This design comes from an exercise in tuning for small area, a short achievable clock period and few clock cycles on the open sky130 flow, not from production work.
The RTL was checked by simulation tests, not by an equivalence proof against the original design.
Power figures rest on the tool's default switching activity, not on a simulated workload.

v23:
// supermips_core
module supermips_core (
  input         clock,
  input         reset_n,
  output [31:0] icache_addr,
  output        icache_rd,
  input  [31:0] icache_data,
  input         icache_waitrequest,
  output [31:0] dcache_addr,
  output        dcache_rd,
  output        dcache_wr,
  output [31:0] dcache_wr_data,
  output [ 3:0] dcache_wr_be,
  input  [31:0] dcache_data,
  input         dcache_waitrequest
);
  reg  [31:0] pc_f;           
  reg  [31:0] ir;             
  reg         e_valid;
  reg         e_md_go_done;   
  reg         md_wp;          
  reg  [ 4:0] md_rd;
  reg         m_we;           
  reg  [ 4:0] m_rd;
  reg  [31:0] m_res;          
  reg         m_ld;           
  reg         m_isld;         
  reg         m_st;           
  reg  [ 1:0] m_sz;           
  reg         m_sext;
  reg  [31:0] m_sd;           
  reg  [ 3:0] m_be;
  reg         w_we;           
  reg  [ 4:0] w_rd;
  reg  [31:0] w_val;          
  reg         w_ld;
  reg  [ 1:0] w_sz;
  reg         w_sext;
  reg  [ 1:0] w_off;          
  wire [31:0] rf [0:31];       
  reg  [31:1] rf_ok;          
  wire [5:0]  op = ir[31:26];
  wire [4:0]  rs = ir[25:21];
  wire [4:0]  rt = ir[20:16];
  wire [4:0]  rd = ir[15:11];
  wire [4:0]  sa = ir[10:6];
  wire [5:0]  fn = ir[5:0];
  wire [15:0] imm = ir[15:0];
  wire op_special  = (op == 6'h00);
  wire op_regimm   = (op == 6'h01);
  wire op_special2 = (op == 6'h1c);
  wire op_special3 = (op == 6'h1f);
  wire i_sll   = op_special & (fn == 6'd0);
  wire i_srl   = op_special & (fn == 6'd2);
  wire i_sra   = op_special & (fn == 6'd3);
  wire i_sllv  = op_special & (fn == 6'd4);
  wire i_srlv  = op_special & (fn == 6'd6);
  wire i_srav  = op_special & (fn == 6'd7);
  wire i_jr    = op_special & (fn == 6'd8);
  wire i_jalr  = op_special & (fn == 6'd9);
  wire i_movz  = op_special & (fn == 6'd10);
  wire i_movn  = op_special & (fn == 6'd11);
  wire i_mfhi  = op_special & (fn == 6'd16);
  wire i_mthi  = op_special & (fn == 6'd17);
  wire i_mflo  = op_special & (fn == 6'd18);
  wire i_mtlo  = op_special & (fn == 6'd19);
  wire i_mult  = op_special & (fn == 6'd24);
  wire i_multu = op_special & (fn == 6'd25);
  ...
Size: about 8800 cells after synthesis, roughly 170 I/O pins, about 90000 um2 of cells after synthesis.
clock: 150.0 ns
lec_check: 0
cap_margin: 30
core_margin: 2
core_utilization: 50
cts_cluster_diameter: 80
cts_cluster_size: 30
slew_margin: 30
standard.sh (not shown) runs the stock make flow with config.mk's settings and CLKGATE_MAP_FILE= SYNTH_SCRIPT=/design/flow/synth_recipe.tcl, a recipe that flattens the netlist after the stock synthesis.
==> flow/flow/run.sh <==
#!/bin/bash
# Layout flow: the standard layout, except that
#  - synthesis maps the logic with a lighter ABC script (one delay-oriented
#    mapping pass with area recovery, no repeated delay-oriented
#    restructuring); everything else, registers included, is as the standard
#    synthesis;
#  - the port buffers are buf_4 cells.
# Each tool's output goes to a log file of its own in the work folder.
set -euo pipefail
W=$(pwd)
F=$W/flow

{
  echo "proc abc {args} {"
  echo "  set i [lsearch -exact \$args -script]"
  echo "  if {\$i >= 0} { lset args [expr {\$i + 1}] $F/abc_map.script }"
  echo "  yosys abc {*}\$args"
  echo "}"
  cat "$W/synth_recipe.tcl"
} > "$W/synth_map.tcl"
sed "s#SYNTH_SCRIPT=[^ ]*#SYNTH_SCRIPT=$W/synth_map.tcl#" "$W/standard.sh" > "$W/synth_map.sh"

export BUFFER_PORTS_ARGS="-buffer_cell sky130_fd_sc_hd__buf_4"

bash "$W/synth_map.sh" synth > "$W/synth.log" 2>&1
bash "$W/standard.sh" > "$W/layout.log" 2>&1
==> flow/flow/abc_map.script <==
&get -n
&st
&dch
&nf
&put
buffer -c
topo
stime -c
dnsize -c
v23 went all the way through synthesis, placement and routing and the layout is clean on timing, DRC and antenna.
Testbench counts of v23, summed over its fixed seeds: cycles 58,226.
Changes in v4 relative to v23:
- changing CORE_UTILIZATION from 50 to 60
Findings:
In v4, the number of buffers created by CTS came out about 18% below the value in v23.
Re post-layout instance count excluding filler cells: v4 is 4.0% down on v23.
The higher power of the combinational group of v23 and v4 is in v23.
Clock insertion delay at the later pin of the skew report: v4 vs v23 down 0.05 ns
## Diff of input files: v45 against v4
- changing CORE_UTILIZATION from 60 to 55
### Flow results
No stage failed in v45, and the final checks on the layout all came back clean. v45 ends up with lower non-clock buffer count than v4 does. Status: share of cell area taken by flip-flops and latches parity (v4, v45). v45 ends up with a violation count after the first detailed-route iteration that is 2113 lower than in v4. Comparing v4 and v45, the lower critical path arrival is on v4. For global placer's final weighted congestion, v45 and v4 come out practically identical. Per the comparison of v45 with v4, wire length on met2 +about 5%; floorplan die area +14000 um2. v45: fraction of power consumed by the clock network higher than v4. When the final numbers for v4 and v45 were put side by side, the number of vias in the routed layout turned out to be greater in v4. For the internal power consumption, v45 came in 0.72% higher than v4 did.
Changes in v29 relative to v45:
- setting PLACE_DENSITY to 0.7 for the first time
==> comparison <==
- Taking v45 as the reference point, the setup slack of v29 rises by 0.028 ns.
- Going from v45 to v29, net switching share of the total power up 0.49 points; number of cells on the worst reg-to-reg path down 3.7%.

## static timing again, ports no longer ideal
Ports are ideal in the flow. The routed layouts listed here were re-timed in OpenROAD.
Step 1 sets driving cells, clkbuf_16 on the clock port and buf_2 on the other inputs (assumed; they add their load-dependent delay and slew).
Step 2, shift: input delay + t, output delay - t, t = (earliest + latest rising clock arrival at the registers) / 2. This alone moves slack from input paths to output paths.
a / b / c = no drivers / after step 1 / after step 2; a / b = the first two.
run	shift t [ns]	setup WS [ns]	slew at the worst register clock pin (ns)	worst slew at a driven data input, ns
v23	0.899	118.164 / 118.074 / 118.005	0.11 / 0.11	0.07
v4	0.852	118.210 / 118.119 / 117.687	0.12 / 0.12	0.05
v45	0.854	118.187 / 118.098 / 117.631	0.12 / 0.12	0.04
v29	0.879	118.215 / 118.111 / 117.830	0.12 / 0.12	0.05
After both steps setup and hold are still met in every run listed. The setup slack of v45, which loses most, moves by -0.089 ns with the drivers and by -0.556 ns with both steps.
